This is an optimization exercise on Yosys and OpenROAD, whose aim is small area, not a production implementation.
In this exercise RTL edits were held to simulation tests only and were not proved equivalent to the original.
Power is estimated from default activity; no workload was simulated.

Design ssl, start of the top module:
module ssl(CLK, DIR1, DIR2, DIR3, DIR4, E1_1, E1_2, E1_3, E1_4,
           E2_1, E2_2, E2_3, E2_4, H1_1, H1_2, H1_3, H1_4,
           H2_1, H2_2, H2_3, H2_4, H3_1, H3_2, H3_3, H3_4,
           reset, Rx,
           An1, An2, An3, An4, Ap1, Ap2, Ap3, Ap4,
           Bn1, Bn2, Bn3, Bn4, Bp1, Bp2, Bp3, Bp4,
           Cn1, Cn2, Cn3, Cn4, Cp1, Cp2, Cp3, Cp4,
           speed1, speed2, speed3, speed4);
Size in the first run: ~1300 cells after synthesis, about 400 flip-flops.
export LEC_CHECK = 0
export CAP_MARGIN = 20
export CORE_MARGIN = 2
export CORE_UTILIZATION = 75
export CTS_CLUSTER_DIAMETER = 100
export CTS_CLUSTER_SIZE = 30
export PLACE_DENSITY = 0.85
export SLEW_MARGIN = 20
create_clock -name core_clock -period 10.0 [get_ports {CLK}]
standard.sh (not shown) runs the stock make flow with config.mk's settings and CLKGATE_MAP_FILE= SYNTH_SCRIPT=/design/flow/synth_recipe.tcl, a recipe that flattens the netlist after the stock synthesis.
==> flow/flow/run.sh <==
#!/bin/bash
# The standard layout with three changes:
#  - ABC maps the logic with an area-oriented script (flow/abc_area.script);
#    the rest of the synthesis is synth_recipe.tcl unchanged, so the
#    registers are the standard synthesis's;
#  - ports get the smallest buffer (buf_1);
#  - CTS inserts no dummy loads.
set -euo pipefail
here=$(pwd)
# synthesis script: synth_recipe.tcl with abc's -script argument replaced
{
  head -n 1 synth_recipe.tcl
  echo "proc abc {args} { set i [lsearch -exact \$args -script]; if {\$i >= 0} { lset args [expr {\$i + 1}] $here/flow/abc_area.script }; yosys abc {*}\$args }"
  tail -n +2 synth_recipe.tcl
} > my_synth.tcl
sed "s|SYNTH_SCRIPT=[^ ]*|SYNTH_SCRIPT=$here/my_synth.tcl|" standard.sh > my_standard.sh
export BUFFER_PORTS_ARGS="-buffer_cell sky130_fd_sc_hd__buf_1"
export CTS_ARGS="-sink_clustering_enable -repair_clock_nets -dont_use_dummy_load -sink_clustering_size 30 -sink_clustering_max_diameter 100"
bash my_standard.sh > standard.log 2>&1
==> flow/flow/abc_area.script <==
strash
dc2
dch -f
amap
strash
dch -f
amap
topo
Rerun with:
==> flow/flow/abc_area.script (replaced) <==
strash
dc2
dch -f
amap
topo
CORE_UTILIZATION = 65   (was 75)
PLACE_DENSITY = 0.75   (was 0.85)
=>
- The changed run ran to the end with no violations
- non-clock buffer count is unchanged
- clock skew is higher by 0.0060 ns
- area after synthesis rose by 0.35%
- worst hold slack gets worse by 0.017 ns
- setup slack loses 0.076 ns
- global-route usage decreases by 5.4 points
Rerun with:
==> flow/flow/run.sh (replaced) <==
#!/bin/bash
# Standard layout, with small port buffers and no CTS dummy loads.
set -e
cp standard.sh standard_copy.log
export BUFFER_PORTS_ARGS="-buffer_cell sky130_fd_sc_hd__buf_1"
export CTS_ARGS="-sink_clustering_enable -repair_clock_nets -dont_use_dummy_load -sink_clustering_size 30 -sink_clustering_max_diameter 100"
bash standard.sh > standard.log 2>&1
removed: flow/flow/abc_area.script
Total power rises by 2.0%.
Final cell count rose by 2.1%.
Global-route usage rises by 0.21 points.
Worst setup slack improved by 0.20 ns.
Via count goes up by 1.5%.
First-iteration DRC count decreases by 3.8%.
Utilization is lower by 1.5 points.
Wire length rose by 4.7%.
Clock-buffer cell count stays the same.
Flip-flop and latch count is unchanged.
Design area grows by 4.3%.
Rerun with:
==> flow/flow/run.sh (replaced) <==
#!/bin/bash
# The standard layout with three changes:
#  - ABC maps the logic with an area-oriented script (flow/abc_area.script);
#    the rest of the synthesis is synth_recipe.tcl unchanged, so the
#    registers are the standard synthesis's;
#  - ports get the smallest buffer (buf_1);
#  - CTS inserts no dummy loads.
set -euo pipefail
here=$(pwd)
# synthesis script: synth_recipe.tcl with abc's -script argument replaced
{
  head -n 1 synth_recipe.tcl
  echo "proc abc {args} { set i [lsearch -exact \$args -script]; if {\$i >= 0} { lset args [expr {\$i + 1}] $here/flow/abc_area.script }; yosys abc {*}\$args }"
  tail -n +2 synth_recipe.tcl
} > my_synth.tcl
sed "s|SYNTH_SCRIPT=[^ ]*|SYNTH_SCRIPT=$here/my_synth.tcl|" standard.sh > my_standard.sh
export BUFFER_PORTS_ARGS="-buffer_cell sky130_fd_sc_hd__buf_1"
export CTS_ARGS="-sink_clustering_enable -repair_clock_nets -dont_use_dummy_load -sink_clustering_size 30 -sink_clustering_max_diameter 100"
bash my_standard.sh > standard.log 2>&1
==> flow/flow/abc_area.script (new file) <==
strash
dc2
dch -f
amap
strash
dch -f
amap
topo
What happened: The changed run completed without violations. Synthesized area went down by about 6%. Sequential power drops by about 4%. Worst hold slack stays flat. Wire length drops by about 6%. Final cell count fell by 3.3%. Setup slack degrades by 0.21 ns. Synthesized cell count came out lower by about 7%. Via count shrinks by about 3%. Global-route usage fell by 0.68 points.

========
ssl, a different RTL version from the one above (not shown whole).
For scale: ~1600 cells after synthesis, ~400 flip-flops, about 0.018 mm^2 of cells after synthesis.
==> flow/config.mk <==
export PLATFORM = sky130hd
export DESIGN_NAME = ssl
export DESIGN_NICKNAME = ssl
export VERILOG_FILES = /design/flow/design.v
export SDC_FILE = /design/flow/constraint.sdc
export NUM_CORES = 4
export LEC_CHECK = 0
export CAP_MARGIN = 20
export CORE_MARGIN = 2
export CORE_UTILIZATION = 60
export CTS_BUF_LIST = sky130_fd_sc_hd__clkbuf_8
export CTS_CLUSTER_SIZE = 30
export PLACE_DENSITY = 0.7
export SLEW_MARGIN = 20
==> flow/constraint.sdc <==
create_clock -name core_clock -period 10.0 [get_ports {CLK}]
set_input_delay 2.0000 -clock core_clock [delete_from_list [all_inputs] [get_ports {CLK}]]
set_output_delay 2.0000 -clock core_clock [all_outputs]
set_load 0.01 [all_outputs]
run.sh (not shown) runs the stock make flow with config.mk's settings and CLKGATE_MAP_FILE= SYNTH_SCRIPT=/design/flow/synth_recipe.tcl, a recipe that flattens the netlist after the stock synthesis.
Stock flow here: none of the scripts above is used.
The baseline finished clean.
Rerun with:
- CORE_UTILIZATION: 60 -> 40
- CTS_BUF_LIST: sky130_fd_sc_hd__clkbuf_8 -> default
- CTS_CLUSTER_SIZE: 30 -> default
- PLACE_DENSITY: 0.7 -> 0.6
Cell area grows by 2.1%.
Clock-buffer cell count shrinks by 17.
Synthesized cell count stays the same.
Final cell count climbs by 8.0%.
Via count came out lower by 0.83%.
Area after synthesis stays the same.
Setup slack improved by 0.13 ns.
Clock power increases by 16%.
Routed wire length rose by 2.4%.
Register-to-register slack gets better by 0.13 ns.
Worst hold slack barely changes.
Rerun with:
- CORE_UTILIZATION: 40 -> 60
- CTS_BUF_LIST: default -> sky130_fd_sc_hd__clkbuf_4
- PLACE_DENSITY: 0.6 -> 0.7
- The new run ran to the end with no violations
- area after synthesis does not change
- setup slack is worse by 0.15 ns
- cell area shrinks by a few percent
- sequential share of layout area grows by 0.93 points
- via count grows by a few percent
- routed wire length shrinks slightly

-- static timing again, ports no longer ideal --
Ports are ideal in the flow. The routed layouts listed here were re-timed in OpenROAD. Step 1 assumes that a clkbuf_16 drives the clock port and a buf_2 every other input. Step 2, shift: input delay + t, output delay - t, t = (earliest + latest rising clock arrival at the registers) / 2. This alone moves slack from input paths to output paths. a / b / c = ideal ports / drivers / drivers and shift; a / b = the first two.
| run | shift t [ns] | setup WS [ns] | hold slack, ns |
|---|---|---|---|
| the first run of note 1 | 0.548 | 1.285 / 1.285 / 1.285 | 0.349 / 0.349 / 0.349 |
| the second run of note 1 | 0.558 | 1.210 / 1.210 / 1.210 | 0.331 / 0.331 / 0.331 |
| the third run of note 1 | 0.554 | 1.413 / 1.413 / 1.413 | 0.340 / 0.340 / 0.340 |
| the fourth run of note 1 | 0.541 | 1.205 / 1.205 / 1.205 | 0.339 / 0.339 / 0.339 |
| the first run of note 2 | 0.649 | 0.829 / 0.829 / 0.829 | 0.327 / 0.327 / 0.327 |
| the second run of note 2 | 0.613 | 0.956 / 0.956 / 0.956 | 0.326 / 0.326 / 0.326 |
| the third run of note 2 | 0.781 | 0.810 / 0.810 / 0.810 | 0.322 / 0.322 / 0.322 |
After both steps every run listed still meets setup and hold.
